Source: an optimization exercise on an open RTL-to-GDS flow (aim: small area, a short achievable clock period and few clock cycles per item). Production flows keep margins and buffers that such runs may drop.
Where RTL was checked, it was by simulation tests only, not by an equivalence proof against the original.
The clock input has no modelled driver; a real chip could not lean on it and would need a root buffer or a full tree.

Design matrixMultiplier, start of the top module:
module matrixMultiplier(input st, rst, clk, input [7:0] data_in, output done, output [7:0] dataout);
Settings: LEC_CHECK=0, ABC_CLOCK_PERIOD_IN_PS=3000, CAP_MARGIN=20, CORE_MARGIN=2, CORE_UTILIZATION=65, SLEW_MARGIN=20, SYNTH_HIERARCHICAL=1, SYNTH_MINIMUM_KEEP_SIZE=0; clock period 10.0 ns.
standard.sh (not shown) runs the stock make flow with config.mk's settings and CLKGATE_MAP_FILE= SYNTH_SCRIPT=/design/flow/synth_recipe.tcl, a recipe that flattens the netlist after the stock synthesis.
==> flow/flow/run.sh <==
#!/bin/bash
# Own layout flow: the standard ORFS flow (standard.sh, unchanged synthesis),
# with the port buffers made of sky130_fd_sc_hd__buf_2 instead of the default
# delay-cell buffers, a larger setup-repair margin, and a clock tree of our own:
# a hook after clock-tree synthesis (flow/cts_tree.tcl) rebuilds it as two
# levels of clkbuf_16 (N1 buffers driven by the clock port, N2 leaf buffers
# under each).  Every make step writes its own log under orfs/logs/; make's
# own output goes to standard.log.
set -euo pipefail
export BUFFER_PORTS_ARGS="-buffer_cell sky130_fd_sc_hd__buf_2"
export SETUP_SLACK_MARGIN=7.2
export CTS_ARGS="-sink_clustering_enable -repair_clock_nets -sink_clustering_size 30 -sink_clustering_max_diameter 100 -buf_list sky130_fd_sc_hd__clkbuf_16 -dont_use_dummy_load"
export CLK_TREE_N1=3
export CLK_TREE_N2=3
export POST_CTS_TCL="$PWD/flow/cts_tree.tcl"
bash standard.sh > standard.log 2>&1
Other scripts of this flow, unchanged in this note and not shown: flow/flow/cts_tree.tcl
Next try:
--- a/flow/design.v
+++ b/flow/design.v
@@ -202,48 +202,48 @@
     cs1 <= {n84, n83, n81, n79, n77, n75, n73, n71, n69, n67, n65, n63, n61, pp1_0};
   end
   wire [15:0] x0 = {1'b0, cs0[14], cs0[13], cs0[12], cs0[11], cs0[10], cs0[9], cs0[8], cs0[7], cs0[6], cs0[5], cs0[4], cs0[3], cs0[2], cs0[1], cs0[0]};
   wire [15:0] x1 = {1'b0, cs1[13], cs1[12], cs1[11], cs1[10], cs1[9], cs1[8], cs1[7], cs1[6], cs1[5], cs1[4], cs1[3], cs1[2], cs1[1], cs1[0], 1'b0};
   reg [16:0] acc;
   reg [7:0] lo, mid;       
   reg [1:0] hi;
   wire last = ph[0];       
   wire [17:0] sum;
-  wire s0, c0;
-  ha us0 (acc[0], x0[0], s0, c0);
-  wire s1, c1;
-  fa us1 (acc[1], x0[1], x1[1], s1, c1);
-  wire s2, c2;
-  fa us2 (acc[2], x0[2], x1[2], s2, c2);
-  wire s3, c3;
-  fa us3 (acc[3], x0[3], x1[3], s3, c3);
-  wire s4, c4;
-  fa us4 (acc[4], x0[4], x1[4], s4, c4);
-  wire s5, c5;
-  fa us5 (acc[5], x0[5], x1[5], s5, c5);
-  wire s6, c6;
-  fa us6 (acc[6], x0[6], x1[6], s6, c6);
-  wire s7, c7;
-  fa us7 (acc[7], x0[7], x1[7], s7, c7);
-  wire s8, c8;
-  fa us8 (acc[8], x0[8], x1[8], s8, c8);
-  wire s9, c9;
-  fa us9 (acc[9], x0[9], x1[9], s9, c9);
-  wire s10, c10;
-  fa us10 (acc[10], x0[10], x1[10], s10, c10);
-  wire s11, c11;
-  fa us11 (acc[11], x0[11], x1[11], s11, c11);
-  wire s12, c12;
-  fa us12 (acc[12], x0[12], x1[12], s12, c12);
-  wire s13, c13;
-  fa us13 (acc[13], x0[13], x1[13], s13, c13);
-  wire s14, c14;
-  fa us14 (acc[14], x0[14], x1[14], s14, c14);
+  wire s0 = acc[0] ^ x0[0];
+  wire c0 = acc[0] & x0[0];
+  wire s1 = acc[1] ^ x0[1] ^ x1[1];
+  wire c1 = (acc[1] & x0[1]) | (acc[1] & x1[1]) | (x0[1] & x1[1]);
+  wire s2 = acc[2] ^ x0[2] ^ x1[2];
+  wire c2 = (acc[2] & x0[2]) | (acc[2] & x1[2]) | (x0[2] & x1[2]);
+  wire s3 = acc[3] ^ x0[3] ^ x1[3];
+  wire c3 = (acc[3] & x0[3]) | (acc[3] & x1[3]) | (x0[3] & x1[3]);
+  wire s4 = acc[4] ^ x0[4] ^ x1[4];
+  wire c4 = (acc[4] & x0[4]) | (acc[4] & x1[4]) | (x0[4] & x1[4]);
+  wire s5 = acc[5] ^ x0[5] ^ x1[5];
+  wire c5 = (acc[5] & x0[5]) | (acc[5] & x1[5]) | (x0[5] & x1[5]);
+  wire s6 = acc[6] ^ x0[6] ^ x1[6];
+  wire c6 = (acc[6] & x0[6]) | (acc[6] & x1[6]) | (x0[6] & x1[6]);
+  wire s7 = acc[7] ^ x0[7] ^ x1[7];
+  wire c7 = (acc[7] & x0[7]) | (acc[7] & x1[7]) | (x0[7] & x1[7]);
+  wire s8 = acc[8] ^ x0[8] ^ x1[8];
+  wire c8 = (acc[8] & x0[8]) | (acc[8] & x1[8]) | (x0[8] & x1[8]);
+  wire s9 = acc[9] ^ x0[9] ^ x1[9];
+  wire c9 = (acc[9] & x0[9]) | (acc[9] & x1[9]) | (x0[9] & x1[9]);
+  wire s10 = acc[10] ^ x0[10] ^ x1[10];
+  wire c10 = (acc[10] & x0[10]) | (acc[10] & x1[10]) | (x0[10] & x1[10]);
+  wire s11 = acc[11] ^ x0[11] ^ x1[11];
+  wire c11 = (acc[11] & x0[11]) | (acc[11] & x1[11]) | (x0[11] & x1[11]);
+  wire s12 = acc[12] ^ x0[12] ^ x1[12];
+  wire c12 = (acc[12] & x0[12]) | (acc[12] & x1[12]) | (x0[12] & x1[12]);
+  wire s13 = acc[13] ^ x0[13] ^ x1[13];
+  wire c13 = (acc[13] & x0[13]) | (acc[13] & x1[13]) | (x0[13] & x1[13]);
+  wire s14 = acc[14] ^ x0[14] ^ x1[14];
+  wire c14 = (acc[14] & x0[14]) | (acc[14] & x1[14]) | (x0[14] & x1[14]);
   wire kg0_0 = s0 & 1'b0;
   wire kp0_0 = s0 ^ 1'b0;
   wire kg1_0 = s1 & c0;
   wire kp1_0 = s1 ^ c0;
   wire kg2_0 = s2 & c1;
   wire kp2_0 = s2 ^ c1;
   wire kg3_0 = s3 & c2;
   wire kp3_0 = s3 ^ c2;
   wire kg4_0 = s4 & c3;
The changed run finished with timing, DRC and antenna clean.
Flip-flop and latch count is unchanged.
Global-route usage climbs by 0.15 points.
Utilization grows by 0.11 points.
Setup slack is better by 0.093 ns.
Maximum frequency grows by 3.3%.
Die area hardly moves.
Synthesized area hardly moves.
Testbench counts after the change, summed over its fixed seeds: cycles 7,680, items 160.
No functional check of the RTL was part of the first run of this note. No run of this note takes its clock network from TritonCTS; it comes from the design's own scripts or RTL.

========
matrixMultiplier, a different RTL version from the one above (not shown whole).
Size: ~620 cells after synthesis, roughly 240 flip-flops, ~20 I/O pins, ~8000 um^2 of cells after synthesis.
Settings: LEC_CHECK=0, ABC_CLOCK_PERIOD_IN_PS=3000, CAP_MARGIN=20, CORE_MARGIN=2, CORE_UTILIZATION=40, SLEW_MARGIN=20; clock period 10.0 ns.
==> flow/flow/run.sh <==
#!/bin/bash
# Own layout flow: the standard ORFS flow (standard.sh, unchanged synthesis),
# with the port buffers made of sky130_fd_sc_hd__buf_2 instead of the default
# delay-cell buffers, a larger setup-repair margin, clock-tree options of our
# own, and a hook after clock-tree synthesis (flow/cts_post.tcl) that drives the
# leaf clock buffers straight from the root clock buffer.  Every make step
# writes its own log under orfs/logs/; make's own output goes to standard.log.
set -euo pipefail
export BUFFER_PORTS_ARGS="-buffer_cell sky130_fd_sc_hd__buf_2"
export SETUP_SLACK_MARGIN=7.1
export CTS_ARGS="-sink_clustering_enable -repair_clock_nets -sink_clustering_size 30 -sink_clustering_max_diameter 100 -buf_list sky130_fd_sc_hd__clkbuf_16 -dont_use_dummy_load"
export POST_CTS_TCL="$PWD/flow/cts_post.tcl"
bash standard.sh > standard.log 2>&1
==> flow/flow/cts_post.tcl <==
# POST_CTS_TCL hook: drive the leaf clock buffers straight from the root
# clock buffer.  TritonCTS puts one H-tree level of branch buffers between the
# root buffer and the leaf buffers; removing that level makes the clock reach
# every register earlier by the same amount.  Timing is then repaired again
# and the placement legalised, as cts.tcl does after clock_tree_synthesis.
set block [ord::get_db_block]
set clkport [$block findBTerm clk]
set clknet [$clkport getNet]
# the root buffer: the clock port's only load
set root ""
foreach it [$clknet getITerms] { if {[$it isInputSignal]} { set root [$it getInst] } }
set rootnet [[$root findITerm X] getNet]
set removed 0
foreach it [$rootnet getITerms] {
  set inst [$it getInst]
  if {$inst == $root} continue
  if {![string match "*clkbuf*" [[$inst getMaster] getName]]} continue
  set onet [[$inst findITerm X] getNet]
  # bypass it only if it drives nothing but other clock buffers
  set ok 1
  foreach l [$onet getITerms] {
    if {[$l getInst] == $inst} continue
    if {![string match "*clkbuf*" [[[$l getInst] getMaster] getName]]} { set ok 0 }
  }
  if {!$ok} continue
  foreach l [$onet getITerms] {
    if {[$l getInst] == $inst} continue
    $l disconnect
    $l connect $rootnet
  }
  puts "bypassed clock buffer [$inst getName]"
  odb::dbInst_destroy $inst
  odb::dbNet_destroy $onet
  incr removed
}
puts "removed $removed branch clock buffers"
estimate_parasitics -placement
report_clock_skew
repair_timing_helper
detailed_placement
check_placement -verbose
Testbench counts at the start, summed over its fixed seeds: cycles 7,680, items 160.
Then changed:
--- a/flow/design.v
+++ b/flow/design.v
@@ -1,56 +1,49 @@
 module matrixMultiplier(input st, rst, clk, input [7:0] data_in, output done, output [7:0] dataout);
   reg run, wt, done_r;
+  reg [3:0] u;             
   reg [2:0] ph;            
-  reg la, lb, w;           
-  wire d8, d17, d18, d26;  
   wire start = wt & ~st;
   always @(posedge clk or posedge rst)
     if (rst) begin run <= 1'b0; wt <= 1'b0; done_r <= 1'b0; end
     else begin
       wt <= wt ? st : (~run & st);
-      run <= start | (run & ~(w & d18));    
-      done_r <= run & lb & d17;             
+      run <= start | (run & ~((u == 4'd15) & ph[0]));    
+      done_r <= run & (u == 4'd5) & ph[2];               
     end
   assign done = done_r;
   always @(posedge clk) begin
-    la <= start | (la & ~d8);
-    lb <= ~start & ((lb & ~d17) | (la & d8));
-    w <= ~start & (w | d26);
+    u <= start ? 4'd0 : u + {3'd0, ph[2]};
     ph <= start ? 3'b001 : {ph[1:0], ph[2]};    
   end
   reg [7:0] ra0,ra1,ra2,ra3,ra4,ra5,ra6,ra7,ra8;
   reg [7:0] rb0,rb1,rb2,rb3,rb4,rb5,rb6,rb7,rb8;
-  wire lda = la;
-  wire ldb = lb;
+  wire lda = (u < 4'd3);                 
+  wire ldb = (u >= 4'd3) & (u < 4'd6);   
   always @(posedge clk) begin
     ra0 <= lda ? data_in : ra8;
     {ra8,ra7,ra6,ra5,ra4,ra3,ra2,ra1} <= {ra7,ra6,ra5,ra4,ra3,ra2,ra1,ra0};
     rb0 <= ldb ? data_in : rb8;
     {rb8,rb7,rb6,rb5,rb4,rb3,rb2,rb1} <= {rb7,rb6,rb5,rb4,rb3,rb2,rb1,rb0};
   end
   reg [2:0] sa;
   reg [4:0] sb;
   wire ke = ph[1];
   always @(posedge clk) begin
     if (start) begin sa <= 3'd2; sb <= 5'd4; end
     else begin
       if (ke & ~sb[2]) sa <= {sa[1:0], sa[2]};
       sb <= ke ? {sb[1], sb[0], sb[2], 2'b00} : {1'b0, sb[4:1]};
     end
   end
-  assign d8 = sa[0] & sb[3] & ph[2];
-  assign d17 = sa[2] & sb[3] & ph[2];
-  assign d18 = sa[2] & sb[2] & ph[0];
-  assign d26 = sa[1] & sb[3] & ph[2];
   reg [7:0] ar, br;
   always @(posedge clk) begin
     ar <= ({8{sa[0]}} & ra1) | ({8{sa[1]}} & ra4) | ({8{sa[2]}} & ra7);
     br <= ({8{sb[0]}} & rb0) | ({8{sb[1]}} & rb2) | ({8{sb[2]}} & rb4) | ({8{sb[3]}} & rb6) | ({8{sb[4]}} & rb8);
   end
   wire pp0_0 = ar[0] & br[0];
   wire pp0_1 = ar[1] & br[0];
   wire pp0_2 = ar[2] & br[0];
   wire pp0_3 = ar[3] & br[0];
   wire pp0_4 = ar[4] & br[0];
   wire pp0_5 = ar[5] & br[0];
   wire pp0_6 = ar[6] & br[0];
The new run completed with no timing, DRC or antenna violations.
Wire length shrinks by a few percent.
Global-route usage drops by 0.68 points.
Cell count goes up slightly.
Flip-flop and latch count rises by 1.
Cell area is higher slightly.
Synthesized area went up slightly.
Sequential share of layout area came out lower by 0.20 points.
Setup slack improves by 0.0039 ns.
Via count barely changes.
Clock-buffer cell count stays the same.
Testbench counts after the change, summed over its fixed seeds: cycles 7,680, items 160.

========
matrixMultiplier with an RTL version that a note above also has.
Size: roughly 620 cells after synthesis, roughly 20 I/O pins.
==> flow/config.mk <==
export PLATFORM = sky130hd
export DESIGN_NAME = matrixMultiplier
export DESIGN_NICKNAME = matrixMultiplier
export VERILOG_FILES = /design/flow/design.v
export SDC_FILE = /design/flow/constraint.sdc
export NUM_CORES = 4
export LEC_CHECK = 0
export ABC_CLOCK_PERIOD_IN_PS = 3000
export CAP_MARGIN = 20
export CORE_MARGIN = 2
export CORE_UTILIZATION = 65
export SLEW_MARGIN = 20
==> flow/constraint.sdc <==
create_clock -name core_clock -period 10.0 [get_ports {clk}]
set_input_delay 2.0000 -clock core_clock [delete_from_list [all_inputs] [get_ports {clk}]]
set_output_delay 2.0000 -clock core_clock [all_outputs]
set_load 0.01 [all_outputs]
Scripts as last shown in full above: flow/flow/run.sh, flow/flow/cts_post.tcl
The baseline went through all stages and came out clean.
Testbench counts at the start, summed over its fixed seeds: cycles 7,680, items 160.
Then changed:
--- a/flow/design.v
+++ b/flow/design.v
@@ -1,49 +1,56 @@
 module matrixMultiplier(input st, rst, clk, input [7:0] data_in, output done, output [7:0] dataout);
   reg run, wt, done_r;
-  reg [3:0] u;             
   reg [2:0] ph;            
+  reg la, lb, w;           
+  wire d8, d17, d18, d26;  
   wire start = wt & ~st;
   always @(posedge clk or posedge rst)
     if (rst) begin run <= 1'b0; wt <= 1'b0; done_r <= 1'b0; end
     else begin
       wt <= wt ? st : (~run & st);
-      run <= start | (run & ~((u == 4'd15) & ph[0]));    
-      done_r <= run & (u == 4'd5) & ph[2];               
+      run <= start | (run & ~(w & d18));    
+      done_r <= run & lb & d17;             
     end
   assign done = done_r;
   always @(posedge clk) begin
-    u <= start ? 4'd0 : u + {3'd0, ph[2]};
+    la <= start | (la & ~d8);
+    lb <= ~start & ((lb & ~d17) | (la & d8));
+    w <= ~start & (w | d26);
     ph <= start ? 3'b001 : {ph[1:0], ph[2]};    
   end
   reg [7:0] ra0,ra1,ra2,ra3,ra4,ra5,ra6,ra7,ra8;
   reg [7:0] rb0,rb1,rb2,rb3,rb4,rb5,rb6,rb7,rb8;
-  wire lda = (u < 4'd3);                 
-  wire ldb = (u >= 4'd3) & (u < 4'd6);   
+  wire lda = la;
+  wire ldb = lb;
   always @(posedge clk) begin
     ra0 <= lda ? data_in : ra8;
     {ra8,ra7,ra6,ra5,ra4,ra3,ra2,ra1} <= {ra7,ra6,ra5,ra4,ra3,ra2,ra1,ra0};
     rb0 <= ldb ? data_in : rb8;
     {rb8,rb7,rb6,rb5,rb4,rb3,rb2,rb1} <= {rb7,rb6,rb5,rb4,rb3,rb2,rb1,rb0};
   end
   reg [2:0] sa;
   reg [4:0] sb;
   wire ke = ph[1];
   always @(posedge clk) begin
     if (start) begin sa <= 3'd2; sb <= 5'd4; end
     else begin
       if (ke & ~sb[2]) sa <= {sa[1:0], sa[2]};
       sb <= ke ? {sb[1], sb[0], sb[2], 2'b00} : {1'b0, sb[4:1]};
     end
   end
+  assign d8 = sa[0] & sb[3] & ph[2];
+  assign d17 = sa[2] & sb[3] & ph[2];
+  assign d18 = sa[2] & sb[2] & ph[0];
+  assign d26 = sa[1] & sb[3] & ph[2];
   reg [7:0] ar, br;
   always @(posedge clk) begin
     ar <= ({8{sa[0]}} & ra1) | ({8{sa[1]}} & ra4) | ({8{sa[2]}} & ra7);
     br <= ({8{sb[0]}} & rb0) | ({8{sb[1]}} & rb2) | ({8{sb[2]}} & rb4) | ({8{sb[3]}} & rb6) | ({8{sb[4]}} & rb8);
   end
   wire pp0_0 = ar[0] & br[0];
   wire pp0_1 = ar[1] & br[0];
   wire pp0_2 = ar[2] & br[0];
   wire pp0_3 = ar[3] & br[0];
   wire pp0_4 = ar[4] & br[0];
   wire pp0_5 = ar[5] & br[0];
   wire pp0_6 = ar[6] & br[0];
Outcome:
- The new run went through all stages and came out clean
- maximum frequency is lower by 0.52%
- wire length is higher by 0.63%
- setup slack is worse by 0.015 ns
- design area is lower by 1.6%
- core utilization is lower by 0.87 points
- global-route usage is higher by 0.28 points
- count of clock-buffer cells in the layout is unchanged
- critical path depth is unchanged
- area after synthesis is lower by 0.80%
Testbench counts after the change, summed over its fixed seeds: cycles 7,680, items 160.

==> re-timing with driven ports <==
In the flow no input, the clock included, has a driving cell. The finished layouts below were timed again as built, in two steps.
Step 1 (the two cells are an assumption about what drives the block):
set clk [get_ports {clk}]
set_driving_cell -lib_cell sky130_fd_sc_hd__clkbuf_16 $clk
set_driving_cell -lib_cell sky130_fd_sc_hd__buf_2 [delete_from_list [all_inputs] $clk]
Step 2 also shifts input and output timing later by t, the mid clock arrival at the registers, as if the neighbouring blocks saw the same clock.
Three values: no drivers, after step 1, after step 2; two values: the first two.
| run | t, ns | setup slack, ns | worst setup path at the end | slew at the worst register clock pin (ns) | worst data-port slew with drivers (ns) |
|---|---|---|---|---|---|
| the first run of note 1 | 0.367 | 7.127 / 7.056 / 7.295 | input to register | 0.11 / 0.11 | 0.05 |
| the second run of note 1 | 0.372 | 7.220 / 7.149 / 7.270 | input to register | 0.11 / 0.11 | 0.04 |
| the first run of note 2 | 0.405 | 7.090 / 7.051 / 7.240 | register to register | 0.11 / 0.11 | 0.03 |
| the second run of note 2 | 0.408 | 7.094 / 7.054 / 7.152 | input to register | 0.11 / 0.11 | 0.03 |
| the first run of note 3 | 0.394 | 7.110 / 7.072 / 7.207 | input to register | 0.11 / 0.11 | 0.03 |
| the second run of note 3 | 0.402 | 7.094 / 7.055 / 7.217 | register to register | 0.11 / 0.11 | 0.03 |
After both steps setup and hold are still met in every run listed.
